Background: an optimization exercise with open tools, aiming at small area and a short achievable clock period. Do not read the settings as production practice. At most, simulation tests tie the RTL to the original design; equivalence was not proved. Only the layout flow was run in runs 2 to 4; the RTL was not checked for function there. Power and IR drop assume default switching activity.

--- flow/config.mk ---
export PLATFORM = sky130hd
export DESIGN_NAME = chipInterface
export DESIGN_NICKNAME = chipInterface
export VERILOG_FILES = /design/flow/design.v
export SDC_FILE = /design/flow/constraint.sdc
export NUM_CORES = 4
export LEC_CHECK = 0
export ABC_AREA = 1
export CAP_MARGIN = 20
export CORE_MARGIN = 2
export CORE_UTILIZATION = 40
export SLEW_MARGIN = 20
--- flow/constraint.sdc ---
create_clock -name core_clock -period 20.0 [get_ports {CLOCK_50}]
set_input_delay 4.0000 -clock core_clock [delete_from_list [all_inputs] [get_ports {CLOCK_50}]]
set_output_delay 4.0000 -clock core_clock [all_outputs]
set_load 0.01 [all_outputs]
--- flow/design.v ---
`default_nettype none
module GradeZood(
	input logic GradeZoodNow, CLOCK_50, reset,
	input logic [2:0] master0, master1, master2, master3,
	input logic [2:0] guess0, guess1, guess2, guess3,
	input logic [3:0] seenOutZnarly,
	output logic [3:0] seenOutZood,
	output logic zoodDone
	);
	logic [3:0] seenOutZoodReg, zoodFinal;
	logic [2:0] guessAtIndex;
	logic [1:0] index;
	logic indexDone, gradeZoodIndexNow, changeSOZ, resetSeenOutZoodReg;
	GradeZoodIndex idg(.*);
	localparam logic [2:0] waiting = 3'd0, changeZ = 3'd5, done = 3'd6, check0 = 3'd1, check1 = 3'd2, check2 = 3'd3, check3 = 3'd4;
	logic [2:0] currentState, nextState;
	always_comb
		case (currentState)
			waiting: nextState = (~GradeZoodNow) ? waiting : (seenOutZnarly[0] == 0) ? check0 : (seenOutZnarly[1] == 0) ? check1 : (seenOutZnarly[2] == 0) ? check2 : (seenOutZnarly[3] == 0) ? check3 : changeZ;
			check0: nextState = (~indexDone) ? check0 : (seenOutZnarly[1] == 0) ? check1 : (seenOutZnarly[2] == 0) ? check2 : (seenOutZnarly[3] == 0) ? check3 : changeZ;
			check1: nextState = (~indexDone) ? check1 : (seenOutZnarly[2] == 0) ? check2 : (seenOutZnarly[3] == 0) ? check3 : changeZ;
			check2: nextState = (~indexDone) ? check2 : (seenOutZnarly[3] == 0) ? check3 : changeZ;
			check3: nextState = (~indexDone) ? check3 : changeZ;
			changeZ: nextState = done;
			done: nextState = waiting;
			default: nextState = waiting;
		endcase
	always_comb begin
		changeSOZ = 0;
		index = 0;
		zoodDone = 0;
		gradeZoodIndexNow = 1;
		guessAtIndex = 0;
		resetSeenOutZoodReg = 0;
		case (currentState)
			waiting: begin
				resetSeenOutZoodReg = 1;
				gradeZoodIndexNow = 0;
			end
			check0: begin index = 0; guessAtIndex = guess0; end
			check1: begin index = 1; guessAtIndex = guess1; end
			check2: begin index = 2; guessAtIndex = guess2; end
			check3: begin index = 3; guessAtIndex = guess3; end
			changeZ: begin changeSOZ = 1; gradeZoodIndexNow = 0; end
			done: begin zoodDone = 1; gradeZoodIndexNow = 0; end
			default: ;
		endcase
	end
	always_ff @(posedge CLOCK_50, posedge reset)
		if (reset) begin
			currentState <= waiting;
			seenOutZood <= 0;
			zoodFinal <= 0;
		end
		else begin
			if (changeSOZ)
				seenOutZood <= zoodFinal;
			currentState <= nextState;
			zoodFinal <= seenOutZoodReg;
		end
endmodule
module GradeZoodIndex(
	input logic gradeZoodIndexNow, CLOCK_50, reset, resetSeenOutZoodReg,
	input logic [2:0] guessAtIndex,
	input logic [2:0] master0, master1, master2, master3,
	input logic [1:0] index,
	input logic [3:0] zoodFinal, seenOutZnarly,
	output logic [3:0] seenOutZoodReg,
	output logic indexDone
	);
	logic seenMatch, seenMatchReg;
	logic resetZGT, timeToLoad;
	logic [1:0] updateIndex;
	localparam logic [2:0] waiting = 3'd0, done = 3'd5, check0 = 3'd1, check1 = 3'd2, check2 = 3'd3, check3 = 3'd4;
	logic [2:0] currentState, nextState;
	always_comb
		case (currentState)
			waiting: nextState = (~gradeZoodIndexNow) ? waiting : (index == 0 | zoodFinal[0]) ? check1 : check0;
			check0: nextState = (index == 1 | zoodFinal[1]) ? check2 : check1;
			check1: nextState = (index == 2 | zoodFinal[2]) ? check3 : check2;
			check2: nextState = (index == 3 | zoodFinal[3]) ? done : check3;
			check3: nextState = done;
			done: nextState = waiting;
			default: nextState = waiting;
		endcase
	always_comb begin
		seenMatch = 0;
		indexDone = 0;
		resetZGT = 0;
		updateIndex = 0;
		timeToLoad = 1;
		case (currentState)
			waiting: begin resetZGT = 1; timeToLoad = 0; end
			check0: begin
				seenMatch = (~seenMatchReg & (guessAtIndex == master0) & ~seenOutZnarly[0]) | seenOutZoodReg[0];
				updateIndex = 0;
			end
			check1: begin
				seenMatch = (~seenMatchReg & (guessAtIndex == master1) & ~seenOutZnarly[1]) | seenOutZoodReg[1];
				updateIndex = 1;
			end
			check2: begin
				seenMatch = (~seenMatchReg & (guessAtIndex == master2) & ~seenOutZnarly[2]) | seenOutZoodReg[2];
				updateIndex = 2;
			end
			check3: begin
				seenMatch = (~seenMatchReg & (guessAtIndex == master3) & ~seenOutZnarly[3]) | seenOutZoodReg[3];
				updateIndex = 3;
			end
			done: begin indexDone = 1; timeToLoad = 0; end
			default: ;
		endcase
	end
	always_ff @(posedge CLOCK_50, posedge reset)
		if (reset) begin
			currentState <= waiting;
			seenMatchReg <= 0;
			seenOutZoodReg <= 0;
		end
		else begin
			currentState <= nextState;
			if (resetZGT)
				seenMatchReg <= 0;
			else if (seenMatchReg == 0)
				seenMatchReg <= seenMatch;
			for (int k = 0; k < 4; k++)
				if (timeToLoad && updateIndex == k)
					seenOutZoodReg[k] <= seenMatch;
				else if (resetSeenOutZoodReg)
					seenOutZoodReg[k] <= 1'b0;
		end
endmodule
`default_nettype none
module chipInterface(
	input logic [17:0] SW,
	input logic [3:1] KEY,
	input logic KEY0,
	input logic CLOCK_50,
	output logic [6:0] HEX0, HEX1, HEX2, HEX3, HEX4, HEX5, HEX6, HEX7,
	output logic [7:0] LEDG,
	output logic [7:0] VGA_R, VGA_G, VGA_B,
	output logic VGA_BLANK_N, VGA_SYNC_N,
	output logic VGA_VS, VGA_HS
);
	logic clk, reset;
	assign clk = CLOCK_50;
	assign reset = ~KEY0;
	function automatic logic [6:0] bcd7(input logic [3:0] bcd);
		logic w, x, y, z;
		{w, x, y, z} = bcd;
		bcd7[6] = ~w&~x&~y | ~w&x&y&z;
		bcd7[5] = w&x | y&z | w&y | ~x&y | ~w&~x&z;
		bcd7[4] = z | w&y | x&~y;
		bcd7[3] = z&w | w&y | x&y&z | x&~y&~z | ~y&z&~x;
		bcd7[2] = w&x | w&y | ~x&y&~z;
		bcd7[1] = w&x | w&y | x&~y&z | x&y&~z;
		bcd7[0] = w&x | w&y | x&~y&~z | ~w&~x&~y&z;
	endfunction
	function automatic logic [6:0] bcd7to4(input logic [2:0] v);
		logic x, y, z;
		{x, y, z} = v;
		bcd7to4 = {~x & ~y, y | z, x | z, x | (z & ~y), y & ~z, 1'b0, x | (z & ~y)};
	endfunction
	function automatic logic [2:0] popc(input logic [3:0] v);
		popc = {2'b0, v[0]} + {2'b0, v[1]} + {2'b0, v[2]} + {2'b0, v[3]};
	endfunction
	logic c1, c2, goNow;
	logic s1, s2, startGameNow;
	logic k1, k2, LSN, GradeItNow;
	logic gamePlaying, resetMaster, GameWon, GameOver, GameWonOut, ready, masterLoaded;
	always_ff @(posedge clk, posedge reset)
		if (reset) begin
			c1 <= 0; c2 <= 0; goNow <= 0;
			s1 <= 0; s2 <= 0; startGameNow <= 0;
			k1 <= 0; k2 <= 0; LSN <= 0; GradeItNow <= 0;
		end
		else begin
			c1 <= ~KEY[1]; c2 <= c1; goNow <= c1 & ~c2;
			s1 <= ~KEY[2]; s2 <= s1; startGameNow <= s1 & ~s2 & ready;
			k1 <= ~KEY[3]; k2 <= k1; LSN <= k1 & ~k2;
			GradeItNow <= k1 & ~k2 & gamePlaying;
		end
	always_ff @(posedge clk, posedge reset)
		if (reset) begin
			gamePlaying <= 0;
			resetMaster <= 0;
			GameWon <= 0;
		end
		else begin
			gamePlaying <= (~gamePlaying & ~resetMaster & startGameNow) | (gamePlaying & ~GameOver);
			resetMaster <= gamePlaying & GameOver;
			GameWon <= (~gamePlaying & ~resetMaster & GameWon) | (resetMaster & GameWonOut);
		end
	logic [2:0] cs, csNext;
	logic [2:0] NumGames;
	logic drop;
	assign drop = cs[2];
	always_comb begin
		csNext = {1'b0, cs[1:0]};
		if (goNow)
			case ({cs[1:0], SW[17:16]})
				4'b00_01: csNext = 3'd1;
				4'b00_10: csNext = 3'd3;
				4'b00_11: csNext = 3'd5;
				4'b01_01: csNext = 3'd2;
				4'b01_10: csNext = 3'd4;
				4'b01_11: csNext = 3'd6;
				4'b10_01: csNext = 3'd3;
				4'b10_10: csNext = 3'd5;
				4'b10_11: csNext = 3'd7;
				4'b11_01: csNext = 3'd4;
				4'b11_10: csNext = 3'd6;
				4'b11_11: csNext = 3'd4;
				default: ;
			endcase
	end
	always_ff @(posedge clk, posedge reset)
		if (reset) begin
			cs <= 0;
			NumGames <= 0;
		end
		else begin
			cs <= csNext;
			if (startGameNow)
				NumGames <= NumGames - 3'd1;
			else if (drop & (NumGames != 3'd7))
				NumGames <= NumGames + 3'd1;
		end
	assign ready = (NumGames != 3'd0) & masterLoaded & ~gamePlaying;
	logic [3:0][2:0] master, masterD;
	assign masterLoaded = (master[0] != 0) & (master[1] != 0) & (master[2] != 0) & (master[3] != 0);
	always_comb
		for (int k = 0; k < 4; k++)
			if (LSN & ~gamePlaying & (SW[4:3] == k) & (master[k] == 0))
				masterD[k] = SW[2:0];
			else if (resetMaster)
				masterD[k] = 3'd0;
			else
				masterD[k] = master[k];
	always_ff @(posedge clk, posedge reset)
		if (reset) master <= 0;
		else master <= masterD;
	logic loadGuessNow, GradeZnarlyNow, GradeZoodNow, IncRoundNumber, zoodDone;
	logic [2:0] gst, gstNext;
	localparam logic [2:0] G_WAIT = 3'd0, G_LOAD = 3'd1, G_ZN = 3'd2, G_ZO = 3'd3, G_DONE = 3'd4;
	always_comb begin
		case (gst)
			G_WAIT: gstNext = GradeItNow ? G_LOAD : G_WAIT;
			G_LOAD: gstNext = G_ZN;
			G_ZN:   gstNext = G_ZO;
			G_ZO:   gstNext = zoodDone ? G_DONE : G_ZO;
			default: gstNext = G_WAIT;
		endcase
		loadGuessNow   = (gst == G_LOAD);
		GradeZnarlyNow = (gst == G_ZN);
		GradeZoodNow   = (gst == G_ZO);
		IncRoundNumber = (gst == G_DONE);
	end
	logic [3:0][2:0] guess;
	logic [3:0] RoundNumber;
	logic [2:0] Znarly;
	logic [3:0] seenOutZnarly, seenOutZood, eq;
	logic [2:0] rsrl;
	always_comb
		for (int k = 0; k < 4; k++)
			eq[k] = (guess[k] == master[k]);
	assign rsrl = gamePlaying ? popc(eq) : 3'd0;
	always_ff @(posedge clk, posedge reset)
		if (reset) begin
			gst <= G_WAIT;
			guess <= 0;
			RoundNumber <= 0;
			Znarly <= 0;
			GameWonOut <= 0;
			seenOutZnarly <= 0;
		end
		else begin
			gst <= gstNext;
			if (loadGuessNow) guess <= SW[11:0];
			else if (resetMaster) guess <= 0;
			if (IncRoundNumber) RoundNumber <= RoundNumber + 4'd1;
			else if (resetMaster) RoundNumber <= 0;
			if (GradeZnarlyNow) begin
				Znarly <= rsrl;
				GameWonOut <= (rsrl == 3'd4);
				seenOutZnarly <= eq;
			end
			else if (~gamePlaying) begin
				Znarly <= 0;
				GameWonOut <= 0;
				seenOutZnarly <= 0;
			end
		end
	assign GameOver = GameWonOut | RoundNumber[3];    
	GradeZood gz0(
		.GradeZoodNow (GradeZoodNow), .CLOCK_50 (clk), .reset (reset),
		.master0 (master[0]), .master1 (master[1]), .master2 (master[2]), .master3 (master[3]),
		.guess0 (guess[0]), .guess1 (guess[1]), .guess2 (guess[2]), .guess3 (guess[3]),
		.seenOutZnarly (seenOutZnarly), .seenOutZood (seenOutZood), .zoodDone (zoodDone));
	logic [2:0] zoodCount, Zood;
	assign zoodCount = popc(seenOutZood);
	assign Zood = gamePlaying ? zoodCount : 3'd0;
	assign HEX0 = bcd7({1'b0, NumGames});
	assign HEX1 = RoundNumber[3] ? 7'b0 : bcd7({1'b0, RoundNumber[2:0]});
	assign HEX2 = bcd7to4(Zood);
	assign HEX3 = bcd7to4(Znarly);
	assign HEX4 = bcd7(4'd0);
	assign HEX5 = bcd7(seenOutZnarly);
	assign HEX6 = bcd7(seenOutZood);
	assign HEX7 = bcd7(4'd0);
	assign LEDG = {5'b0, gamePlaying, GameOver, GameWon};
	mastermindVGA vga(
		.clk (clk), .reset (reset),
		.SW (SW), .gamePlaying (gamePlaying), .clearGame (resetMaster), .IncRoundNumber (IncRoundNumber),
		.RoundNumber (RoundNumber), .Znarly (Znarly), .zoodCount (zoodCount),
		.NumGames (NumGames), .masterD (masterD),
		.VGA_R (VGA_R), .VGA_G (VGA_G), .VGA_B (VGA_B),
		.VGA_BLANK_N (VGA_BLANK_N), .VGA_SYNC_N (VGA_SYNC_N),
		.VGA_VS (VGA_VS), .VGA_HS (VGA_HS));
endmodule
module mastermindVGA(
	input logic clk, reset,
	input logic [17:0] SW,
	input logic gamePlaying, clearGame, IncRoundNumber,
	input logic [3:0] RoundNumber,
	input logic [2:0] Znarly, zoodCount,
	input logic [2:0] NumGames,
	input logic [3:0][2:0] masterD,
	output logic [7:0] VGA_R, VGA_G, VGA_B,
	output logic VGA_BLANK_N, VGA_SYNC_N,
	output logic VGA_VS, VGA_HS
	);
	localparam logic [4:0] C_BLACK = 5'b00000, C_RED = 5'b11000, C_BLUE = 5'b00011,
		C_CYAN = 5'b00101, C_GREEN = 5'b00100, C_YELLOW = 5'b11100,
		C_PURPLE = 5'b01011, C_WHITE = 5'b11111;
	function automatic logic [4:0] shapeColor(input logic [2:0] shape,
		input logic top, bottom, left, right);
		shapeColor = C_BLACK;
		case (shape)
			3'd2: if (left | right) shapeColor = C_RED;
			3'd1: if (left | top) shapeColor = C_BLUE;
			3'd3: if (right | top) shapeColor = C_CYAN;
			3'd5: if (right | bottom) shapeColor = C_GREEN;
			3'd6: if (left | bottom) shapeColor = C_YELLOW;
			3'd4: if (bottom | top) shapeColor = C_PURPLE;
			default: ;
		endcase
	endfunction
	function automatic logic [3:0] zzEncode(input logic [2:0] n, z);
		logic [2:0] w;
		w = (z < 3'd4 - n) ? z : 3'd4 - n;
		case (n)
			3'd0: zzEncode = {1'b0, w};
			3'd1: zzEncode = 4'd5 + {1'b0, w};
			3'd2: zzEncode = 4'd9 + {1'b0, w};
			3'd3: zzEncode = 4'd12 + {1'b0, w};
			default: zzEncode = 4'd14;
		endcase
	endfunction
	function automatic logic [7:0] zzDecode(input logic [3:0] c);
		case (c)
			4'd0:  zzDecode = 8'b0000_0000;
			4'd1:  zzDecode = 8'b1000_0000;
			4'd2:  zzDecode = 8'b1100_0000;
			4'd3:  zzDecode = 8'b1110_0000;
			4'd4:  zzDecode = 8'b1111_0000;
			4'd5:  zzDecode = 8'b0000_0001;
			4'd6:  zzDecode = 8'b1000_0001;
			4'd7:  zzDecode = 8'b1100_0001;
			4'd8:  zzDecode = 8'b1110_0001;
			4'd9:  zzDecode = 8'b0000_0011;
			4'd10: zzDecode = 8'b1000_0011;
			4'd11: zzDecode = 8'b1100_0011;
			4'd12: zzDecode = 8'b0000_0111;
			4'd13: zzDecode = 8'b1000_0111;
			default: zzDecode = 8'b0000_1111;
		endcase
	endfunction
	logic       ph;
	logic [3:0] gx, gy;
	logic [5:0] dx, dy;
	logic       lineEnd, rowAdv;
	assign lineEnd = ph & (gx == 4'd12) & (dx == 6'd6);             
	assign rowAdv  = lineEnd | ((gy == 4'd9) & (dy == 6'd42));      
	always_ff @(posedge clk, posedge reset)
		if (reset) begin
			ph <= 1'b1; gx <= 4'd12; dx <= 6'd7;     
			gy <= 4'd9; dy <= 6'd43;                 
		end
		else begin
			ph <= ~ph;
			if (ph) begin
				if ((gx == 4'd15) & (dx == 6'd19)) begin gx <= 4'd0; dx <= 6'd0; end
				else if (dx == 6'd51) begin gx <= gx + 4'd1; dx <= 6'd0; end
				else dx <= dx + 6'd1;
			end
			if (rowAdv) begin
				if ((gy == 4'd10) & (dy == 6'd0)) begin gy <= 4'd0; dy <= 6'd0; end
				else if (dy == 6'd51) begin gy <= gy + 4'd1; dy <= 6'd0; end
				else dy <= dy + 6'd1;
			end
		end
	function automatic logic [3:0] cellBits(input logic [15:0] r16, input logic [2:0] idx);
		case (idx)
			3'd1: cellBits = {1'b0, r16[15:13]};
			3'd2: cellBits = {1'b0, r16[12:10]};
			3'd3: cellBits = {1'b0, r16[9:7]};
			3'd4: cellBits = {1'b0, r16[6:4]};
			default: cellBits = r16[3:0];
		endcase
	endfunction
	logic [7:0]       rowValid;
	logic [7:0][15:0] ring;
	logic [2:0]       p, pendRow, tgt;
	logic [15:0]      L, portIn, rowIn;
	logic             pending, commitNow;
	logic [3:0]       zzIn, C;
	assign zzIn = zzEncode(Znarly, zoodCount);
	assign rowIn = {SW[11:0], zzIn};
	assign commitNow = pending & (p == pendRow);
	assign portIn = commitNow ? L : ring[0];
	assign tgt = (dx >= 6'd42) ? gx[2:0] + 3'd1 : gx[2:0];
	always_ff @(posedge clk, posedge reset)
		if (reset) rowValid <= 8'd0;
		else if (clearGame) rowValid <= 8'd0;
		else if (gamePlaying)
			for (int r = 0; r < 8; r++)
				if (RoundNumber == r) rowValid[r] <= 1'b1;
	always_ff @(posedge clk, posedge reset)
		if (reset) begin
			p <= 3'd0;
			pending <= 1'b0;
		end
		else begin
			p <= p + 3'd1;
			if (clearGame) pending <= 1'b0;
			else if (IncRoundNumber & gamePlaying & ~RoundNumber[3]) pending <= 1'b1;
			else if (commitNow) pending <= 1'b0;
		end
	always_ff @(posedge clk) begin
		ring[6:0] <= ring[7:1];
		ring[7] <= portIn;
		if (IncRoundNumber & gamePlaying) pendRow <= RoundNumber[2:0];
		if (gamePlaying & (~pending | commitNow)) L <= rowIn;
		if (p == gy[2:0]) C <= cellBits(portIn, tgt);
	end
	logic [3:0]  cbits;
	logic [2:0]  shapeG, shapeM, numValue;
	logic [7:0]  zzSq;
	logic        zoneX, zoneY;
	logic        segXa, segXr, segXl, segY0, segYup, segYlo, segY3, segY6;
	logic [6:0]  isSeg;
	logic        isNum, inBox, top, bottom, left, right;
	logic [3:0]  boxX, boxY;
	logic [4:0]  zzColor, nmColor, msColor;
	always_comb begin
		if (clearGame) cbits = 4'd0;
		else if (gamePlaying & (RoundNumber == gy)) cbits = cellBits(rowIn, gx[2:0]);
		else if (~rowValid[gy[2:0]]) cbits = 4'd0;
		else if (pending & (pendRow == gy[2:0])) cbits = cellBits(L, gx[2:0]);
		else cbits = C;
	end
	assign shapeG = cbits[2:0];
	always_comb begin
		case (gx[1:0])
			2'd1: shapeM = masterD[3];
			2'd2: shapeM = masterD[2];
			2'd3: shapeM = masterD[1];
			default: shapeM = masterD[0];
		endcase
	end
	assign zoneX = (gx <= 4'd5);
	assign zoneY = (gy <= 4'd8);
	assign segXa  = (dx >= 6'd10) & (dx < 6'd32);
	assign segXr  = (dx >= 6'd28) & (dx < 6'd32);
	assign segXl  = (dx >= 6'd10) & (dx < 6'd14);
	assign segY0  = (dy >= 6'd10) & (dy < 6'd14);
	assign segYup = (dy >= 6'd10) & (dy < 6'd21);
	assign segYlo = (dy >= 6'd21) & (dy < 6'd32);
	assign segY3  = (dy >= 6'd28) & (dy < 6'd32);
	assign segY6  = (dy >= 6'd19) & (dy < 6'd23);
	assign isSeg  = {segXa & segY6, segXl & segYup, segXl & segYlo, segXa & segY3,
	                 segXr & segYlo, segXr & segYup, segXa & segY0};
	assign numValue = (gx == 4'd5) ? NumGames : gy[2:0];
	always_comb
		case (numValue)
			3'd0: isNum = |isSeg[5:0];
			3'd1: isNum = |isSeg[2:1];
			3'd2: isNum = isSeg[0] | isSeg[1] | isSeg[6] | isSeg[4] | isSeg[3];
			3'd3: isNum = (|isSeg[3:0]) | isSeg[6];
			3'd4: isNum = (|isSeg[6:5]) | (|isSeg[2:1]);
			3'd5: isNum = (|isSeg[6:5]) | (|isSeg[3:2]) | isSeg[0];
			3'd6: isNum = (|isSeg[6:2]) | isSeg[0];
			default: isNum = |isSeg[2:0];
		endcase
	assign inBox  = (dx < 6'd42) & (dy < 6'd42);
	assign top    = (dy < 6'd15);
	assign bottom = (dy >= 6'd27);
	assign left   = (dx < 6'd15);
	assign right  = (dx >= 6'd27);
	assign boxX = {dx >= 6'd26, dx < 6'd16, dx >= 6'd26, dx < 6'd16};
	assign boxY = {dy >= 6'd26, dy >= 6'd26, dy < 6'd16, dy < 6'd16};
	assign zzSq = zzDecode(cbits);
	always_comb begin
		zzColor = C_BLACK;
		for (int k = 3; k >= 0; k--)
			if (boxX[k] & boxY[k] & inBox)
				zzColor = zzSq[k] ? C_RED : zzSq[k+4] ? C_WHITE : C_BLACK;
	end
	always_comb begin
		nmColor = C_BLACK;
		msColor = C_BLACK;
		if (zoneX & zoneY) begin
			if (gy == 4'd8) begin
				if ((gx == 4'd5) & isNum) nmColor = C_CYAN;
				else if ((gx != 4'd0) & (gx != 4'd5) & inBox)
					msColor = shapeColor(shapeM, top, bottom, left, right);
			end
			else begin
				if (gx == 4'd0) begin
					if (isNum) nmColor = C_WHITE;
				end
				else if (gx == 4'd5) nmColor = zzColor;
				else if (inBox) nmColor = shapeColor(shapeG, top, bottom, left, right);
			end
		end
	end
	logic [4:0] nmReg, msReg, col;
	logic       hsReg, vsReg, blankReg;
	always_ff @(posedge clk, posedge reset)
		if (reset) begin
			nmReg <= 0; msReg <= 0;
			hsReg <= 1'b1; vsReg <= 1'b1; blankReg <= 1'b0;
		end
		else begin
			nmReg <= nmColor;
			msReg <= msColor;
			hsReg <= ~(((gx == 4'd9) & (dx >= 6'd19)) | (gx == 4'd10) | ((gx == 4'd11) & (dx <= 6'd10)));
			vsReg <= ~((gy == 4'd9) & ((dy == 6'd12) | (dy == 6'd13)));
			blankReg <= ((gx == 4'd9) & (dx >= 6'd3)) | (gx == 4'd10) | (gx == 4'd11) |
			            ((gx == 4'd12) & (dx <= 6'd6)) |
			            ((gy == 4'd9) & (dy >= 6'd2) & (dy <= 6'd42));
		end
	assign col = nmReg | (SW[15] ? msReg : 5'd0);
	assign VGA_R = {col[3], col[4], col[4], col[3], col[3], col[4], col[4], col[3]};
	assign VGA_G = {8{col[2]}};
	assign VGA_B = {col[0], col[0], col[1], col[1], col[0], col[0], col[1], col[1]};
	assign VGA_HS = hsReg;
	assign VGA_VS = vsReg;
	assign VGA_BLANK_N = ~blankReg;
	assign VGA_SYNC_N = 1'b0;
endmodule
--- flow/flow/run.sh ---
#!/bin/bash
set -euo pipefail
MARGIN=0
CTS="-sink_clustering_enable -repair_clock_nets -buf_list sky130_fd_sc_hd__clkbuf_8 -sink_clustering_size 15 -sink_clustering_max_diameter 60 -dont_use_dummy_load"
bash standard.sh 'BUFFER_PORTS_ARGS=-buffer_cell sky130_fd_sc_hd__buf_1' "CTS_ARGS=$CTS" "SETUP_SLACK_MARGIN=$MARGIN" finish > standard_flow.log 2>&1
--- flow/standard.sh ---
#!/bin/bash
# synth_recipe.tcl (not shown) runs the flow's synth.tcl, then flattens the netlist and writes it again
# the make line also repeats each setting of config.mk as NAME=value (left out here)
make -C /OpenROAD-flow-scripts/flow DESIGN_CONFIG=/design/flow/config.mk WORK_HOME=/design/flow/orfs CLKGATE_MAP_FILE= SYNTH_SCRIPT=/design/flow/synth_recipe.tcl "${@:-finish}"
==> results of run 1 <==
cell type report:
cell class / instances / share of cell area, %
clock buffers: 27 / 2.77
multi-input cells: 891 / 37.4
repair buffers: 93 / 2.74
well taps: 396 / 3.69
diodes: 1 / 0.0186
inverters: 217 / 6.10
flip-flops and latches: 274 / 47.3
cells by family (layout without fill, tap and decap cells):
family,Yosys count,in the layout,synth area share (%)
simple gates,533,533,19.4
buf+inv,287,337,10.4
flops,274,274,50.4
other cells,2,23,0.0596
xor+xnor,39,39,2.71
fa+ha+maj,44,44,4.55
compound gates,253,253,12.5
critical path, delay by kind of cell:
kind                   cells  cell delay (ns)
buffers and inverters      2             0.35
AOI/OAI and AO/OA          1             0.26
stage by stage:
step | area [µm²] | util (%)
floorplan | 12700 | -
global placement | 13000 | 42.3
detailed placement | 13000 | 42.3
CTS | 13400 | 43.5
global route | 13400 | 43.5
finish | 13400 | 43.5
cell usage after synthesis, drive strengths merged, types with 23 or more instances:
| cell | number | area (µm²) |
|---|---|---|
| nand4 | 27 | 184 |
| buf | 60 | 448 |
| nand2 | 252 | 1030 |
| dfxtp | 128 | 2560 |
| dfrtp | 109 | 2730 |
| nor2 | 125 | 492 |
| inv | 216 | 813 |
| o22ai | 35 | 225 |
| nor3 | 25 | 141 |
| a21oi | 67 | 377 |
| edfxtp | 23 | 691 |
| xor2 | 25 | 219 |
| ha | 41 | 513 |
| o21ai | 85 | 448 |
| nand3 | 89 | 493 |
worst max-delay path by stage:
stage               end  startpoint  slack (ns)  cells past startpoint
6_report       VGA_G[6]      SW[15]       11.38                      3
3_5_place_dp   VGA_G[6]      SW[15]       11.38                      3
5_1_grt        VGA_G[0]      SW[15]       11.31                      3
4_1_cts        VGA_G[6]      SW[15]       11.38                      3
2_1_floorplan  VGA_G[1]      SW[15]       11.60                      2
3_3_place_gp   VGA_G[6]      SW[15]       11.42                      3
state kept, by name, indices dropped and copies added (netlist names), 4 cells and up:
| name | count |
|---|---|
| master | 12 |
| vga.ring | 128 |
| RoundNumber | 4 |
| vga.msReg | 5 |
| vga.C | 4 |
| vga.dx | 6 |
| gz0.seenOutZood | 4 |
| vga.L | 16 |
| gz0.idg.seenOutZoodReg | 4 |
| vga.gy | 4 |
| gz0.zoodFinal | 4 |
| seenOutZnarly | 4 |
| guess | 12 |
| vga.nmReg | 5 |
| vga.dy | 6 |
| vga.rowValid | 8 |
| vga.gx | 4 |
metal layers:
layer,vias to the layer above,routed length [µm],global-route usage (%)
met2,252,12700,27.9
met4,0,799,5.69
met5,-,0,0
li1,4766,-,-
met3,56,1400,2.55
met1,4384,13200,23.9
report_power, final:
part           internal, mW  total (mW)  switching [mW]
clock network         0.120       0.294           0.174
logic                 0.152       0.433           0.280
registers             0.611       0.668          0.0570
==> flow_results.org, run 1 <==
** Floorplanning
- I/O pin cnt :: 115
- Core region area :: 30800 µm²
- Chip width :: 181 µm
- Standard-cell rows :: 64
- The die covers 32900 µm².
- Once the floorplan was initialized, standard cells occupied 40.8% of the core.
- Die span in y :: 181 µm

** Logic synthesis
- Synthesized instance count :: 1432
- Warnings, synthesis :: 4
- In the synthesized netlist the async set-or-reset flop fraction comes to 44.9%.
- Number of flops mapped to enable cells by yosys :: 23
- Area of the mapped netlist :: 12600 µm²
- Average footprint of a synthesized cell :: 8.79 µm²
- Top FF cell, synth :: dfxtp_1
- Share of the yosys chip area belonging to registers :: 50.4%
- Synthesis inferred 274 register bits.
- Post-synthesis cell type count :: 66

** Clock network
- CTS placed an instance of clkbuf_8 at the clock tree root.
- For the worst-skew pair, the clock arrives at the later sink with an insertion delay of 0.57 ns.
- After clock tree synthesis, the setup repair step added 0 buffers.
- Clock sinks :: 274
- In this run the number of H-tree levels came out at 1.
- Buffers inserted during clock tree synthesis total 27.
- TritonCTS clock tree :: done
- Clock edge transition at the registers on the reported setup and hold paths :: 0.09 ns
- In this run, post-CTS repair resized a total of 0 instances.
- The longest clock path from root to sink contains 3 buffers.
- Cts-stage hold buffer count :: 0

** Finish
- Most common cell after layout, fill and taps aside :: nand2_1
- Area Growth Syn to Fin :: 6.57%
- Fraction of layout cells with a size suffix above 1 :: 8.32%
- Sequential standard cell area :: 6350 µm²
- Commonest cells after routing, fill and taps aside :: nand2_1 (228), inv_1 (204), dfxtp_1 (128), nor2_1 (120), dfrtp_1 (109)
- The finished layout holds 1899 standard cells, fillers aside.
- The layout has 3037 filler cells.
- Area taken by multi-input logic gates :: 5010 µm²
- Post-layout net count :: 1571

** Timing
- Final Cycle Share :: 43.1%
- For the pin with the worst max-slew slack, the measured transition is 0.946 ns.
- Worst path setup slack after routing :: 11.38 ns
- Measured against its own limit, the worst slew margin works out to 36.9%.
- Maximum clock frequency :: 0.116 GHz
- Final hold slack :: 0.301 ns
- Setup repair after global routing missed its margin :: no
- Final number of setup-violating endpoints :: 0
- The number of hold violations in the final report came to 0.
- Across the routed clock network, the largest skew measured is 0.0512 ns.
- Summed over all failing endpoints, the final setup total negative slack is 0 ns.
- After layout, the minimum clock period comes to 8.62 ns.
- Final number of max-transition violations :: 0

** Worst setup path
- The worst register-to-register path has a setup slack of 15.34 ns.
- Of all nets on the critical path, the largest fanout is 8.
- Crit path cell chain :: buf_1, a21o_1, buf_1
- FF-to-FF path depth :: 27
- Worst setup path category :: primary input to primary output
- The worst setup path is launched from a primary input.
- On the critical path, the stage with the largest delay is an instance of a21o_1.
- WP data required :: 16.00 ns
- R2r startpoint :: gz0.seenOutZood[0]
- Worst reg2reg endpoint :: vga.nmReg[1]
- Endpoint arrival time on the critical path :: 4.62 ns
- STA classifies the critical path endpoint as a primary output.
- The largest single stage delay on the critical path is 0.26 ns.
- The most numerous cell type found on the critical path is buf_1.

** Detailed routing
- Detail-routed via count per cell :: 4.98
- # DRC :: 0
- The final layout contains routed wiring with a total length of 28.1 mm.
- Residual antenna-violating net count after detailed routing :: 0
- For this block, the via count after detailed routing is 9458.
- Initial DRC count :: 520
- Average routed wire per standard cell :: 14.8 µm
- The first detailed-routing pass took 5 iterations.

** Power
- Worst supply voltage drop on vdd :: 0.0000468 V
- Leak Pwr :: 6.30 nW
- Power spread over the standard cell area amounts to 104 nW/µm².
- Total power after layout :: 1.39 mW

** GRT
- First-pass GRT wire length :: 46.4 mm
- Entering global routing, the biggest net connects 76 pins.
- Global routing used 17.3% of the available tracks across all layers.
- The via count of the first global-routing pass came to 9107.
- The initial antenna violation count came to 0.
- Global route overflow :: 0

** Placed design
- Routability congestion estimate from global placement :: 0.894
- Total half-perimeter wirelength after legalization and detailed placement :: 21.4 mm
- Input and output buffers added on the ports amount to 89.
- At the placement stage, the worst setup path has a slack of 11.38 ns.
- Number of placed instances, taps included :: 1871

** Worst hold path
- The worst hold path passes through 0 cells.
- The startpoint identified for the worst hold timing path is vga.ring[113].
- Tightest Hold Check Type :: flip-flop to flip-flop
- Endpoint with the worst hold slack :: vga.ring[97]

** Flow run
- MaxCap Viol Count :: 0

** Status
- The flow ran to the end and the layout has no timing, DRC or antenna violations.
==> run 2, diff against run 1 <==
--- a/flow/design.v
+++ b/flow/design.v
@@ -379,5 +379,9 @@
 	logic       ph;
-	logic [3:0] gx, gy;
-	logic [5:0] dx, dy;
+	logic [3:0] gx, gy, ngx, ngy;
+	logic [5:0] dx, dy, ndx, ndy;
 	logic       lineEnd, rowAdv;
+	assign ngx = gx;
+	assign ndx = dx;
+	assign ngy = gy;
+	assign ndy = dy;
 	assign lineEnd = ph & (gx == 4'd12) & (dx == 6'd6);             
@@ -411,3 +415,2 @@
 	endfunction
-	logic [7:0]       rowValid;
 	logic [7:0][15:0] ring;
@@ -415,3 +418,3 @@
 	logic [15:0]      L, portIn, rowIn;
-	logic             pending, commitNow;
+	logic             pending, commitNow, w0, rowValid;
 	logic [3:0]       zzIn, C;
@@ -419,14 +422,11 @@
 	assign rowIn = {SW[11:0], zzIn};
+	assign p = {dx[1:0], ph};
+	assign pendRow = RoundNumber[2:0] - 3'd1;
 	assign commitNow = pending & (p == pendRow);
 	assign portIn = commitNow ? L : ring[0];
-	assign tgt = (dx >= 6'd42) ? gx[2:0] + 3'd1 : gx[2:0];
-	always_ff @(posedge clk, posedge reset)
-		if (reset) rowValid <= 8'd0;
-		else if (clearGame) rowValid <= 8'd0;
-		else if (gamePlaying)
-			for (int r = 0; r < 8; r++)
-				if (RoundNumber == r) rowValid[r] <= 1'b1;
+	assign tgt = (ndx >= 6'd42) ? ngx[2:0] + 3'd1 : ngx[2:0];
+	assign rowValid = gamePlaying & (ngy < RoundNumber) & (w0 | (ngy != 4'd0));
 	always_ff @(posedge clk, posedge reset)
 		if (reset) begin
-			p <= 3'd0;
+			w0 <= 1'b0;
 			pending <= 1'b0;
@@ -434,3 +434,3 @@
 		else begin
-			p <= p + 3'd1;
+			w0 <= gamePlaying & (w0 | (RoundNumber == 4'd0));
 			if (clearGame) pending <= 1'b0;
@@ -442,5 +442,4 @@
 		ring[7] <= portIn;
-		if (IncRoundNumber & gamePlaying) pendRow <= RoundNumber[2:0];
 		if (gamePlaying & (~pending | commitNow)) L <= rowIn;
-		if (p == gy[2:0]) C <= cellBits(portIn, tgt);
+		if (p == ngy[2:0]) C <= cellBits(portIn, tgt);
 	end
@@ -454,8 +453,9 @@
 	logic [3:0]  boxX, boxY;
-	logic [4:0]  zzColor, nmColor, msColor;
+	logic [4:0]  zzColor, shapeColorNext, colorNext;
+	logic        masterNext;
 	always_comb begin
 		if (clearGame) cbits = 4'd0;
-		else if (gamePlaying & (RoundNumber == gy)) cbits = cellBits(rowIn, gx[2:0]);
-		else if (~rowValid[gy[2:0]]) cbits = 4'd0;
-		else if (pending & (pendRow == gy[2:0])) cbits = cellBits(L, gx[2:0]);
+		else if (gamePlaying & (RoundNumber == ngy)) cbits = cellBits(rowIn, ngx[2:0]);
+		else if (~rowValid) cbits = 4'd0;
+		else if (pending & (pendRow == ngy[2:0])) cbits = cellBits(L, ngx[2:0]);
 		else cbits = C;
@@ -464,3 +464,3 @@
 	always_comb begin
-		case (gx[1:0])
+		case (ngx[1:0])
 			2'd1: shapeM = masterD[3];
@@ -471,15 +471,15 @@
 	end
-	assign zoneX = (gx <= 4'd5);
-	assign zoneY = (gy <= 4'd8);
-	assign segXa  = (dx >= 6'd10) & (dx < 6'd32);
-	assign segXr  = (dx >= 6'd28) & (dx < 6'd32);
-	assign segXl  = (dx >= 6'd10) & (dx < 6'd14);
-	assign segY0  = (dy >= 6'd10) & (dy < 6'd14);
-	assign segYup = (dy >= 6'd10) & (dy < 6'd21);
-	assign segYlo = (dy >= 6'd21) & (dy < 6'd32);
-	assign segY3  = (dy >= 6'd28) & (dy < 6'd32);
-	assign segY6  = (dy >= 6'd19) & (dy < 6'd23);
+	assign zoneX = (ngx <= 4'd5);
+	assign zoneY = (ngy <= 4'd8);
+	assign segXa  = (ndx >= 6'd10) & (ndx < 6'd32);
+	assign segXr  = (ndx >= 6'd28) & (ndx < 6'd32);
+	assign segXl  = (ndx >= 6'd10) & (ndx < 6'd14);
+	assign segY0  = (ndy >= 6'd10) & (ndy < 6'd14);
+	assign segYup = (ndy >= 6'd10) & (ndy < 6'd21);
+	assign segYlo = (ndy >= 6'd21) & (ndy < 6'd32);
+	assign segY3  = (ndy >= 6'd28) & (ndy < 6'd32);
+	assign segY6  = (ndy >= 6'd19) & (ndy < 6'd23);
 	assign isSeg  = {segXa & segY6, segXl & segYup, segXl & segYlo, segXa & segY3,
 	                 segXr & segYlo, segXr & segYup, segXa & segY0};
-	assign numValue = (gx == 4'd5) ? NumGames : gy[2:0];
+	assign numValue = (ngx == 4'd5) ? NumGames : ngy[2:0];
 	always_comb
@@ -495,9 +495,9 @@
 		endcase
-	assign inBox  = (dx < 6'd42) & (dy < 6'd42);
-	assign top    = (dy < 6'd15);
-	assign bottom = (dy >= 6'd27);
-	assign left   = (dx < 6'd15);
-	assign right  = (dx >= 6'd27);
-	assign boxX = {dx >= 6'd26, dx < 6'd16, dx >= 6'd26, dx < 6'd16};
-	assign boxY = {dy >= 6'd26, dy >= 6'd26, dy < 6'd16, dy < 6'd16};
+	assign inBox  = (ndx < 6'd42) & (ndy < 6'd42);
+	assign top    = (ndy < 6'd15);
+	assign bottom = (ndy >= 6'd27);
+	assign left   = (ndx < 6'd15);
+	assign right  = (ndx >= 6'd27);
+	assign boxX = {ndx >= 6'd26, ndx < 6'd16, ndx >= 6'd26, ndx < 6'd16};
+	assign boxY = {ndy >= 6'd26, ndy >= 6'd26, ndy < 6'd16, ndy < 6'd16};
 	assign zzSq = zzDecode(cbits);
@@ -509,25 +509,23 @@
 	end
+	assign shapeColorNext = inBox ? shapeColor((ngy == 4'd8) ? shapeM : shapeG, top, bottom, left, right) : C_BLACK;
+	assign masterNext = zoneX & (ngy == 4'd8) & (ngx != 4'd0) & (ngx != 4'd5);
 	always_comb begin
-		nmColor = C_BLACK;
-		msColor = C_BLACK;
+		colorNext = C_BLACK;
 		if (zoneX & zoneY) begin
-			if (gy == 4'd8) begin
-				if ((gx == 4'd5) & isNum) nmColor = C_CYAN;
-				else if ((gx != 4'd0) & (gx != 4'd5) & inBox)
-					msColor = shapeColor(shapeM, top, bottom, left, right);
+			if (ngx == 4'd5) begin
+				if (ngy == 4'd8) colorNext = isNum ? C_CYAN : C_BLACK;
+				else colorNext = zzColor;
 			end
-			else begin
-				if (gx == 4'd0) begin
-					if (isNum) nmColor = C_WHITE;
-				end
-				else if (gx == 4'd5) nmColor = zzColor;
-				else if (inBox) nmColor = shapeColor(shapeG, top, bottom, left, right);
+			else if (ngx == 4'd0) begin
+				if ((ngy != 4'd8) & isNum) colorNext = C_WHITE;
 			end
+			else colorNext = shapeColorNext;
 		end
 	end
-	logic [4:0] nmReg, msReg, col;
-	logic       hsReg, vsReg, blankReg;
+	logic [4:0] colorReg, col;
+	logic       notMaster, hsReg, vsReg, blankReg;
 	always_ff @(posedge clk, posedge reset)
 		if (reset) begin
-			nmReg <= 0; msReg <= 0;
+			colorReg <= C_BLACK;
+			notMaster <= 1'b1;
 			hsReg <= 1'b1; vsReg <= 1'b1; blankReg <= 1'b0;
@@ -535,4 +533,4 @@
 		else begin
-			nmReg <= nmColor;
-			msReg <= msColor;
+			colorReg <= colorNext;
+			notMaster <= ~masterNext;
 			hsReg <= ~(((gx == 4'd9) & (dx >= 6'd19)) | (gx == 4'd10) | ((gx == 4'd11) & (dx <= 6'd10)));
@@ -543,3 +541,3 @@
 		end
-	assign col = nmReg | (SW[15] ? msReg : 5'd0);
+	assign col = colorReg & {5{notMaster | SW[15]}};
 	assign VGA_R = {col[3], col[4], col[4], col[3], col[3], col[4], col[4], col[3]};
==> flow/flow/run.sh (replaced) <==
#!/bin/bash
set -euo pipefail
MARGIN=0
CTS="-sink_clustering_enable -repair_clock_nets -buf_list sky130_fd_sc_hd__clkbuf_8 -sink_clustering_size 18 -sink_clustering_max_diameter 60 -dont_use_dummy_load"
bash standard.sh 'BUFFER_PORTS_ARGS=-buffer_cell sky130_fd_sc_hd__buf_1' "CTS_ARGS=$CTS" "SETUP_SLACK_MARGIN=$MARGIN" finish > standard_flow.log 2>&1
==> flow_results.org, run 2 <==
** Logic synthesis
- Of the post-synthesis cell area, the part taken by muxes is 0%.
- Each instance of the synthesized netlist takes up on average 8.57 µm².
- By area the synthesized netlist is led by dfxtp_1 (21%), dfrtp_1 (20%), nand2_1 (7.6%), inv_1 (6.4%), edfxtp_1 (5.0%).
- Xor/xnor share of the synthesized area :: 3.05%
- The most used flip-flop cell after synthesis is dfxtp_1.
- Async S/R FF share, synth :: 42.4%
- Fraction of the mapped netlist area in adder cells :: 5.08%
- By area, the combinational part of the netlist is dominated by simple AND/OR/NAND/NOR gates.
- Of all cell types, the one taking the most synthesized area is dfxtp_1.
- After synthesis the netlist holds a flip-flop and latch count of 257.
- Area share of the leading cell type in the synthesized netlist :: 21.3%
- Synthesized-area fraction occupied by ao, oa, aoi and oai cells :: 11.1%
- Yosys mapped the design onto 64 distinct sky130hd cell types.
- Share of the yosys chip area belonging to registers :: 49.2%
- Counting flops with a built-in enable in the synthesized netlist gives 20.
- Warnings, synthesis :: 4
- By instance count, the leading cell after synthesis is nand2_1.
- Most used standard cells in the synthesized netlist :: nand2_1 (244), inv_1 (205), dfxtp_1 (128)
- The mapped netlist covers 12000 µm².
- Synthesized instance count :: 1403
- Fraction of the mapped netlist area in simple logic gates :: 20.6%

** Power
- Internal power comes to 0.824 mW.
- Net switching is 36.8% of the power.
- The design draws 1.30 mW.
- Worst supply voltage drop on vdd :: 0.0000413 V
- Power share of the combinational group :: 31.9%
- In this run the static leakage power is 5.93 nW.
- The clock network is responsible for 20.3% of the overall power.
- Summed over all nets, the switching power comes to 0.479 mW.
- Share of total power in sequential cells :: 47.9%
- For this design the ratio of total power to cell area is 102 nW/µm².

** GRT
- First-pass GRT wire length :: 44.1 mm
- Global route overflow :: 0
- The initial antenna violation count is 0.
- Busiest layer in global routing :: met2
- Global routing used 28.7% of the available met2 tracks.
- In the global route stage, met3 resource usage came out at 2.21%.
- For this run, the total global-route usage over all layers was measured as 17.5%.
- Global routing consumed, on the met1 layer, 24.2% of the routing resources.
- Entering global routing, the biggest net connects 61 pins.
- Via count of the first global-routing pass :: 8738

** Timing
- Maximum clock frequency :: 0.116 GHz
- Final number of setup-violating endpoints :: 0
- Final Cycle Share :: 43.3%
- Slew @ Worst Pin :: 0.850 ns
- Headroom to the max-slew limit came out at 42.9%.
- The number of hold violations in the final report came to 0.
- Setup repair after global routing left no endpoint under its margin.
- Largest clock skew in the final design :: 0.0582 ns
- The number of slew-limit violations in the final report was 0.
- Adding up every negative setup slack in the final design gives 0 ns.
- Shortest period the worst path allows :: 8.66 ns

** Finish
- In the final layout, the registers with the most flip-flops are vga.ring (128), vga.L (16).
- The post-route netlist has 7.95% of its cells at a drive strength greater than 1.
- Area Growth Syn to Fin :: 6.60%
- Sequential standard cell area :: 5910 µm²
- The register with the most flip-flops in the layout has 128 of them.
- Area taken by multi-input logic gates :: 4870 µm²
- The library cell used most frequently in the layout, excluding fill and tap cells, is nand2_1.
- Number of fill cells :: 3006
- Commonest cells after routing, fill and taps aside :: nand2_1 (244), inv_1 (205), dfxtp_1 (128), nor2_1 (114), dfrtp_1 (94)
- The net count of the finished layout is 1543.
- The number of antenna diodes in the final layout is 0.
- More flip-flops sit in one register than any other, and that register is vga.ring.

** Status
- The flow ran to the end and the layout has no timing, DRC or antenna violations.

** Detailed routing
- The first detailed-routing pass took 5 iterations.
- In this run the remaining antenna-violating nets after routing total 0.
- Via total after detailed routing :: 9149
- Total wirelength of the detailed-routed design :: 27.0 mm
- Average routed wire per standard cell :: 14.5 µm
- The first routing iteration left 604 violations.
- Detail-routed via count per cell :: 4.92
- For this run, design rule violations remaining after detail routing come to 0.

** Floorplanning
- 115 I/O pins were placed.
- The die covers 31500 µm².
- The floorplan step set the die height to 177 µm.
- Initial cell density of the core :: 40.6%
- The region available for standard cell placement spans 29600 µm².
- Row generation in the floorplan step produced 63 rows.
- The die is 177 µm wide.

** Placed design
- Summed over all nets, the half-perimeter wirelength after detailed placement is 20.9 mm.
- Total of buffers placed on input and output ports :: 89
- Routability congestion estimate from global placement :: 0.927

** Clock network
- Level count of the clock H-tree :: 1
- Number of buffers inserted during clock tree synthesis :: 24
- Buffer depth of the longest clock path :: 3
- Clock edge transition at the registers on the reported setup and hold paths :: 0.10 ns
- The number of gates resized after CTS was 0.
- Clock insertion delay at the later pin of the skew report :: 0.57 ns
- The root buffer cell chosen for the clock tree is clkbuf_8.
- TritonCTS built the clock tree.
- Cts-stage hold buffer count :: 0
- CTS saw 257 sinks.
- In this run the post-CTS setup repair buffer count came out at 0.

** Worst setup path
- The worst setup path is launched from a primary input.
- Of all nets on the critical path, the largest fanout is 8.
- For the worst flop-to-flop path, the logic depth is 29.
- Worst setup path category :: primary input to primary output
- WP data required :: 16.00 ns
- At the worst endpoint, the arrival time is 4.66 ns.
- STA classifies the critical path endpoint as a primary output.

** Worst hold path
- Worst hold path stage count :: 0
- Tightest Hold Check Type :: flip-flop to flip-flop

** Flow run
- MaxCap Viol Count :: 0
-- run 2: changes by cell type after synthesis, moves of 7 or more --
cell	before	now
a21oi_1	60	44
a31oi_1	10	3
dfrtp_1	109	94
nand2_1	228	244
nand2_2	19	12
nand3_1	81	65
nand4_1	26	33
o22ai_1	34	49
-- run 2: layout make-up --
type	count	area share [%]
Sequential cell	257	46.1
Multi-Input combinational cell	871	38.0
Inverter	227	6.69
Tap cell	390	3.81
Timing Repair Buffer	92	2.81
Clock buffer	24	2.58
-- run 2: routing by layer --
layer	wire length (µm)	share of wire [%]
met3	1180	4.4
met4	718	2.7
met2	12400	46
met5	0	0
met1	12700	47
-- run 2: logic make-up after synthesis --
logic type / Yosys count
AOI/OAI and AO/OA: 222
xor gates and xnor gates: 41
adders and majority gates: 47
buffers and inverters: 295
DFF: 257
other: 2
and+or+nand+nor: 539
-- run 2: worst paths after layout --
check                                    from              end  slack [ns]
hold reg to reg                  vga.ring[86]     vga.ring[70]        0.33
min in group asynchronous                KEY0        master[2]        3.53
setup / recovery                       SW[15]         VGA_G[7]       11.34
setup reg to reg           gz0.seenOutZood[0]  vga.colorReg[2]       15.65
max in group asynchronous                KEY0        vga.dx[3]       15.20
hold / removal                   vga.ring[86]     vga.ring[70]        0.33
-- run 2: through the flow --
step	instances	hold slack, ns	setup slack [ns]	utilization [%]	cell area (µm²)
2_1_floorplan	1423	0.310	11.35	-	12100
3_5_place_dp	1837	0.312	11.34	42.1	12500
5_1_grt	1861	0.336	11.21	43.2	12800
4_1_cts	1861	0.331	11.34	43.2	12800
6_report	1861	0.329	11.34	43.2	12800
3_3_place_gp	1837	0.310	11.35	42.1	12500
-- run 2: critical path, stage by stage --
cell and delay (ns):
buf_1 0.07, nor2_1 0.07, nor2_1 0.32, buf_1 0.20
-- run 2: power groups by stage --
| stage | Combinational (mW) | Clock, mW | Sequential, mW |
|---|---|---|---|
| CTS | 0.417 | 0.277 | 0.624 |
| floorplan | 0.324 | 0 | 0.616 |
| global route | 0.471 | 0.299 | 0.631 |
| detailed placement | 0.415 | 0 | 0.634 |
| global placement | 0.408 | 0 | 0.633 |
| finish | 0.415 | 0.264 | 0.624 |
==> run 3, diff against run 2 <==
--- a/flow/design.v
+++ b/flow/design.v
@@ -10,2 +10,3 @@
 	logic [3:0] seenOutZoodReg, zoodFinal;
+	assign zoodFinal = seenOutZoodReg;
 	logic [2:0] guessAtIndex;
@@ -52,3 +53,2 @@
 			seenOutZood <= 0;
-			zoodFinal <= 0;
 		end
@@ -58,3 +58,2 @@
 			currentState <= nextState;
-			zoodFinal <= seenOutZoodReg;
 		end
==> flow_results.org, run 3 <==
** Status
- The flow ran to the end and the layout has no timing, DRC or antenna violations.

** Finish
- More flip-flops sit in one register than any other, and that register is vga.ring.
- The largest registers in the layout are vga.ring (128), vga.L (16).
- For this run, the post-layout net count is 1561.
- The post-route netlist has 9.27% of its cells at a drive strength greater than 1.
- The library cells used most frequently in the layout, excluding fill and tap cells, are nand2_1 (274), inv_1 (193), dfxtp_1 (128), nor2_1 (120), dfrtp_1 (90).
- The multi-input combinational cells in the finished layout cover a total of 4940 µm².
- Number of fill cells :: 2946
- Post-route core utilization :: 43.2%
- Most common cell after layout, fill and taps aside :: nand2_1
- Cell Count, Final, Fillers Out :: 1879
- Design area :: 12800 µm²
- Total inserted antenna cells :: 0
- Sequential standard cell area :: 5810 µm²
- Flip-flop count of the largest register, all copies and words added :: 128
- From synthesis to final layout, the design area changed by 6.79%.

** Placed design
- Routability congestion estimate from global placement :: 0.914
- Total of buffers placed on input and output ports :: 89
- Number of placed instances, taps included :: 1855
- Total half-perimeter wirelength after legalization and detailed placement :: 20.9 mm
- Once placement finished, the instance area stood at 12400 µm².

** Clock network
- Gates resized, CTS repair :: 0
- Cts-stage hold buffer count :: 0
- Buffers inserted during clock tree synthesis total 24.
- The later pin in the worst-skew pair is clocked with a latency of 0.54 ns.
- Clock root cell :: clkbuf_8
- After clock tree synthesis, the clock-pin slew on the worst setup and hold paths is 0.10 ns.
- The tree built by TritonCTS fans out to 253 sinks.
- Level count of the clock H-tree :: 1
- Counting along the longest clock path gives a buffer depth of 3.
- TritonCTS built the clock tree.
- Post-CTS repair timing setup buffer count :: 0

** Worst setup path
- WP data required :: 16.00 ns
- Type of destination of the critical path :: primary output
- Along the worst path, the maximum fanout reaches 8.
- For the worst setup path, the data arrival time is 4.65 ns.
- Worst setup path category :: primary input to primary output
- STA classifies the critical path startpoint as a primary input.

** Timing
- Maximum clock frequency :: 0.116 GHz
- Shortest period the worst path allows :: 8.65 ns
- Setup TNS :: 0 ns
- Setup violations remaining at the end of the flow were counted as 0.
- At the pin with the least slew margin, the transition time is 0.893 ns.
- Largest clock skew in the final design :: 0.0573 ns
- Hold timing on the final database bottoms out at a slack of 0.274 ns.
- Final number of max-transition violations :: 0
- The worst pin sits at a relative slew slack of 40.2%.
- Setup repair after global routing left no endpoint under its margin.
- Count of final hold-check violations :: 0
- Of the available clock period, the critical path in the final layout requires 43.2%.

** Logic synthesis
- Number of flops mapped to enable cells by yosys :: 20
- Post-synthesis cell type count :: 60
- Warnings, synthesis :: 4
- Counting flops and latches in the post-synthesis netlist gives 253.
- The commonest cells after synthesis are nand2_1 (274), inv_1 (193), dfxtp_1 (128).
- Async S/R FF share, synth :: 41.5%
- The synthesized design spends more area on one cell type than any other, namely dfxtp_1.
- Most instantiated library cell after synthesis :: nand2_1
- Summing every instance area after synthesis gives 12000 µm².
- Synthesized instance count :: 1418
- Area share of the leading cell type in the synthesized netlist :: 21.4%
- Top FF cell, synth :: dfxtp_1
- Share of the yosys chip area belonging to registers :: 48.6%
- In this run the mean area of a mapped cell was 8.43 µm².
- Top cells by area in the synthesized netlist :: dfxtp_1 (21%), dfrtp_1 (19%), nand2_1 (8.6%), inv_1 (6.1%), edfxtp_1 (5.0%)

** Power
- Power share of the combinational group :: 32.0%
- Summed over all nets, the switching power comes to 0.485 mW.
- Power spread over the standard cell area amounts to 102 nW/µm².
- Clock share of power :: 20.5%
- Share of total power in sequential cells :: 47.5%
- Power Internal :: 0.813 mW
- Leak Pwr :: 6.06 nW
- VDD sags by at most 0.0000491 V.
- In this run switching power makes up 37.4% of total power.

** GRT
- Global routing consumed, on the met1 layer, 25.4% of the routing resources.
- The via count of the first global-routing pass was 8906.
- Pin count of the biggest net entering global routing :: 66
- The first global-routing pass estimated 44.9 mm of wire.
- In the global route stage, met2 resource usage came out at 28.4%.
- Global route overflow :: 0
- The initial antenna violation count was 0.
- Global routing consumed, over all layers together, 17.8% of the routing resources.
- For met3 alone, demand over resource in global routing was 2.32%.
- In this run the most used layer during global routing was met2.

** Floorplanning
- The initial utilization of the core area, before any placement, comes to 40.4%.
- The die covers 31300 µm².
- The die is 177 µm wide.
- Standard-cell rows :: 63
- I/O pin cnt :: 115
- Die span in y :: 177 µm
- The floorplan step defined a core boundary enclosing 29600 µm².

** Detailed routing
- After detailed routing, the number of remaining DRC violations is 0.
- Pre-antenna DRT Iters :: 7
- After detailed routing, the average wire length per cell comes to 14.5 µm.
- Via total after detailed routing :: 9281
- Initial DRC count :: 587
- The detail route stage leaves a number of antenna-violating nets equal to 0.
- Total wirelength of the detailed-routed design :: 27.3 mm
- Dividing the detail-routed via count by the number of cells gives 4.94.

** Flow run
- The tool flagged a number of max-cap violations equal to 0.

** Worst hold path
- Tightest Hold Check Type :: flip-flop to flip-flop
## run 3: changes by cell type in the layout (fill, tap and decap cells not counted), moves of 6 or more
cell	change
nor2_1	+6
nand2_1	+30
inv_2	+9
o21ai_0	-14
nand4_1	-6
o22ai_1	-7
inv_1	-12
## run 3: kinds of logic (layout without fill, tap and decap cells)
family | Yosys count | in the layout | share of synthesized area, %
and+or+nand+nor | 589 | 589 | 22.8
buffers and inverters | 287 | 338 | 10.7
DFF | 253 | 253 | 48.6
AOI/OAI and AO/OA | 206 | 206 | 10.3
adders and majority gates | 47 | 47 | 5.11
xor gates and xnor gates | 34 | 34 | 2.49
other | 2 | 22 | 0.0628
## run 3: worst max-delay path, stage by stage
cell and delay [ns]:
buf_1 0.07, nor2_1 0.08, nor2_1 0.31, buf_1 0.19
## run 3: layer usage
layer | up-vias | share of wire (%)
met5 | - | 0
met4 | 0 | 2.4
met3 | 42 | 4.6
met2 | 236 | 45
met1 | 4359 | 48
li1 | 4644 | -
## run 3: power by group through the flow
stage          clock (mW)  sequential, mW  combinational [mW]
3_3_place_gp            0           0.625               0.405
5_1_grt             0.298           0.624               0.474
4_1_cts             0.279           0.616               0.416
3_5_place_dp            0           0.626               0.414
6_report            0.266           0.616               0.416
2_1_floorplan           0           0.607               0.325
## run 3: cell type report
type / count / share of cell area [%]
timing repair buffer: 93 / 2.88
multi-input combinational: 898 / 38.7
tap: 390 / 3.82
clock buffer: 24 / 2.59
sequential: 253 / 45.5
inverter: 221 / 6.52
## run 3: per-stage QoR
step	power (mW)	setup WS [ns]
2_1_floorplan	0.932	11.35
3_3_place_gp	1.03	11.35
3_5_place_dp	1.04	11.33
4_1_cts	1.31	11.33
5_1_grt	1.40	11.18
6_report	1.30	11.35
## run 3: final timing paths
kind / start / to / slack [ns] / cells past startpoint
worst max-delay path: SW[15] / VGA_G[4] / 11.35 / 4
worst min-delay path: vga.ring[51] / vga.ring[35] / 0.27 / 0
worst max register to register: gz0.seenOutZood[0] / vga.colorReg[3] / 15.78 / 25
worst min register to register: vga.ring[51] / vga.ring[35] / 0.27 / 0
max in group asynchronous: KEY0 / gz0.currentState[0] / 15.22 / 2
min in group asynchronous: KEY0 / RoundNumber[2] / 3.48 / 1
==> run 4, diff against run 3 <==
==> flow/flow/run.sh (replaced) <==
#!/bin/bash
set -euo pipefail
MARGIN=0
CTS="-sink_clustering_enable -repair_clock_nets -buf_list sky130_fd_sc_hd__clkbuf_8 -sink_clustering_size 18 -sink_clustering_max_diameter 60 -dont_use_dummy_load"
bash standard.sh 'BUFFER_PORTS_ARGS=-buffer_cell sky130_fd_sc_hd__buf_1' "CTS_ARGS=$CTS" "SETUP_SLACK_MARGIN=$MARGIN" RECOVER_POWER=100 finish > standard_flow.log 2>&1
==> flow_results.org, run 4 <==
** Status
- Outcome :: complete, but fails checks
- The violated checks flagged are max-capacitance violations, max-slew violations.

** Clock network
- In this run the number of H-tree levels came out at 1.
- The later pin in the worst-skew pair is clocked with a latency of 0.54 ns.
- Clock root cell :: clkbuf_8
- Buffer depth of the longest clock path :: 3
- Clock edge transition at the registers on the reported setup and hold paths :: 0.10 ns
- After clock tree synthesis, the flow added hold-fix buffers numbering 0.
- Gates resized, CTS repair :: 0
- In this run the post-CTS setup repair buffer count came out at 0.
- Number of buffers inserted during clock tree synthesis :: 24
- TritonCTS clock tree :: done
- The clock net in this run drives a total of 253 sinks.

** Logic synthesis
- Yosys reg bits :: 253
- Yosys printed 4 warnings.
- Number of flops mapped to enable cells by yosys :: 20
- Post-synthesis cell type count :: 60
- Synth area leader :: dfxtp_1
- Most instantiated library cell after synthesis :: nand2_1
- For this run, the register share of the synthesized area comes to 48.6%.
- Area of the mapped netlist :: 12000 µm²
- Area share of the leading cell type in the synthesized netlist :: 21.4%
- Synthesized instance count :: 1418
- After synthesis, the share of flip-flops with an asynchronous set or reset is 41.5%.
- Top FF cell, synth :: dfxtp_1
- In the post-synthesis netlist, the biggest area contributors are dfxtp_1 (21%), dfrtp_1 (19%), nand2_1 (8.6%), inv_1 (6.1%), edfxtp_1 (5.0%).
- Average footprint of a synthesized cell :: 8.43 µm²
- Most used standard cells in the synthesized netlist :: nand2_1 (274), inv_1 (193), dfxtp_1 (128)

** Detailed routing
- Detail-routed via count per cell :: 4.95
- Residual antenna-violating net count after detailed routing :: 0
- Initial DRC count :: 559
- Total wirelength of the detailed-routed design :: 27.3 mm
- The first detailed-routing pass took 5 iterations.
- Via total after detailed routing :: 9302
- For this run, design rule violations remaining after detail routing come to 0.
- Average routed wire per standard cell :: 14.5 µm

** Placed design
- At the placement stage, the worst setup path has a slack of 11.33 ns.
- Total of buffers placed on input and output ports :: 89
- The congestion estimate from routability-driven global placement came to 0.914.
- In this run, placement finished with an instance count of 1855.
- Cell area after placement :: 12400 µm²
- Once detailed placement completed, the half-perimeter wirelength came to 20.9 mm.

** Finish
- For this run, the post-layout net count is 1561.
- Cell Count, Final, Fillers Out :: 1879
- Fraction of layout cells with a size suffix above 1 :: 8.06%
- Design area :: 12700 µm²
- Cells fill 43.0% of the core in the end.
- Leaving out fill and tap cells, the most frequent cell in the layout is nand2_1.
- The sequential cells in the finished layout cover a total of 5810 µm².
- The largest registers in the layout are vga.ring (128), vga.L (16).
- Flip-flop count of the largest register, all copies and words added :: 128
- The register with the most flip-flops in the final layout is vga.ring.
- The repair_antennas step left the layout with diodes totalling 0.
- The top cell types in the final layout, fill and taps aside, are nand2_1 (278), inv_1 (195), dfxtp_1 (128), nor2_1 (121), dfrtp_1 (90).
- The multi-input combinational cells in the finished layout cover a total of 4900 µm².
- Area Growth Syn to Fin :: 6.31%
- The layout has 2959 filler cells.

** Worst setup path
- Worst setup path category :: primary input to primary output
- For the worst setup path, the data required time is 16.00 ns.
- The worst setup path is captured at a primary output.
- Endpoint arrival time on the critical path :: 4.65 ns
- Reg2reg setup slack :: 15.61 ns
- In this run the worst path has a maximum fanout of 8.
- Worst setup SP type :: primary input

** GRT
- The first global-routing pass estimated 44.9 mm of wire.
- Entering global routing, the biggest net connects 66 pins.
- Global route overflow :: 0
- Via count of the first global-routing pass :: 8906
- Initial antenna violation count :: 0
- Global routing consumed, over all layers together, 17.8% of the routing resources.

** Power
- Net load switching power :: 0.484 mW
- Clock share of power :: 20.6%
- Of the total power, the share spent switching nets is 37.4%.
- Across the VDD grid, the largest voltage drop is 0.0000492 V.
- PD cells :: 102 nW/µm²
- Total power after layout :: 1.29 mW
- Power Internal :: 0.811 mW
- Per report_power, the combinational group accounts for 31.8% of the total.
- In this run, flip-flops and latches consume 47.6% of the power.
- Leak Pwr :: 6.04 nW

** Floorplanning
- The initialized floorplan defines 63 standard-cell rows.
- After floorplanning, the core was sized to cover 29600 µm².
- The initial utilization of the core area, before any placement, comes to 40.4%.
- The floorplan step defined a die boundary enclosing 31300 µm².
- Die span in y :: 177 µm
- Chip width :: 177 µm
- During I/O placement, the number of pins put on the boundary was 115.

** Timing
- Final number of max-transition violations :: 108
- Count of final hold-check violations :: 0
- In this run the tightest slew margin relative to its limit is -134%.
- In the final timing run, aggregate negative setup slack is 0 ns.
- The tightest hold path in the finished design has a slack of 0.277 ns.
- Setup repair after global routing missed its margin :: no
- Derived from the worst setup path, the maximum achievable clock frequency is 0.116 GHz.
- Setup violations remaining at the end of the flow were counted as 0.
- Largest clock skew in the final design :: 0.0578 ns
- After layout, the worst path uses 43.2% of the clock period.
- Setup slack on the critical path of the routed design comes to 11.35 ns.
- For the pin with the worst max-slew slack, the measured transition is 3.52 ns.
- The clock period could shrink to 8.65 ns.

** Worst hold path
- Tightest Hold Check Type :: flip-flop to flip-flop

** Flow run
- MaxCap Viol Count :: 2
[run 4: cell counts after synthesis]
Identical to the previous run, type by type.
[run 4: cell type report]
cell class | count | area share, %
flip-flops and latches | 253 | 45.7
multi-input cells | 898 | 38.6
inverters | 221 | 6.54
well taps | 390 | 3.84
repair buffers | 93 | 2.75
clock buffers | 24 | 2.60
[run 4: power groups by stage]
stage                     Clock (mW)  Sequential [mW]  Combinational (mW)
after global routing           0.298            0.624               0.470
after detailed placement           0            0.626               0.414
after CTS                      0.279            0.616               0.416
after floorplan                    0            0.607               0.325
final                          0.267            0.616               0.412
after global placement             0            0.625               0.405
[run 4: final timing paths]
check / from / to / cells after the start
worst max-delay path: SW[15] / VGA_G[4] / 4
worst min-delay path: vga.ring[51] / vga.ring[35] / 0
worst max register to register: gz0.seenOutZood[0] / vga.colorReg[2] / 30
worst min register to register: vga.ring[51] / vga.ring[35] / 0
max in group asynchronous: KEY0 / gz0.currentState[0] / 2
min in group asynchronous: KEY0 / NumGames[2] / 1
[run 4: logic make-up (layout without fill, tap and decap cells)]
family / Yosys count / after routing / share of synthesized area (%)
compound gates: 206 / 206 / 10.3
xor+xnor: 34 / 34 / 2.49
fa+ha+maj: 47 / 47 / 5.11
buf+inv: 287 / 338 / 10.7
flops: 253 / 253 / 48.6
other cells: 2 / 22 / 0.0628
simple gates: 589 / 589 / 22.8
[run 4: metal layers]
metal / share of wire [%] / vias to the layer above / track usage (%)
li1: - / 4651 / -
met1: 48 / 4368 / 25.4
met2: 45 / 238 / 28.4
met3: 4.6 / 45 / 2.32
met4: 2.6 / 0 / 4.96
met5: 0 / - / 0
[run 4: critical path, stage by stage]
cell and delay [ns]:
buf_1 0.07, nor2_1 0.08, nor2_1 0.31, buf_1 0.19

## separate check: timing with driven ports
How much do the figures lean on ideal ports? The routed layouts below were timed once more, with nothing changed but the port constraints. Step 1 (the two cells are an assumption about what drives the block):
set clk [get_ports {CLOCK_50}]
set_driving_cell -lib_cell sky130_fd_sc_hd__clkbuf_16 $clk
set_driving_cell -lib_cell sky130_fd_sc_hd__buf_2 [delete_from_list [all_inputs] $clk]
Step 2 also shifts input and output timing later by t, the mid clock arrival at the registers, as if the neighbouring blocks saw the same clock. a / b / c = ideal / step 1 / step 2; a / b = the first two.
run	shift t [ns]	slack for setup (ns)	hold slack, ns	worst setup path at the end	worst register clock-pin slew, ns
run 1	0.586	11.383 / 11.360 / 11.360	0.301 / 0.301 / 0.301	input to output	0.10 / 0.10
run 2	0.575	11.342 / 11.317 / 11.317	0.329 / 0.329 / 0.329	input to output	0.11 / 0.11
run 3	0.566	11.350 / 11.327 / 11.327	0.274 / 0.274 / 0.274	input to output	0.11 / 0.11
run 4	0.567	11.351 / 11.327 / 11.060	0.277 / 0.277 / 0.277	input, reset recovery	0.11 / 0.11
For run 4, which loses most, drivers alone change the setup slack by -0.024 ns; drivers and shift together by -0.291 ns. The worst setup slack also covers recovery checks on asynchronous resets.
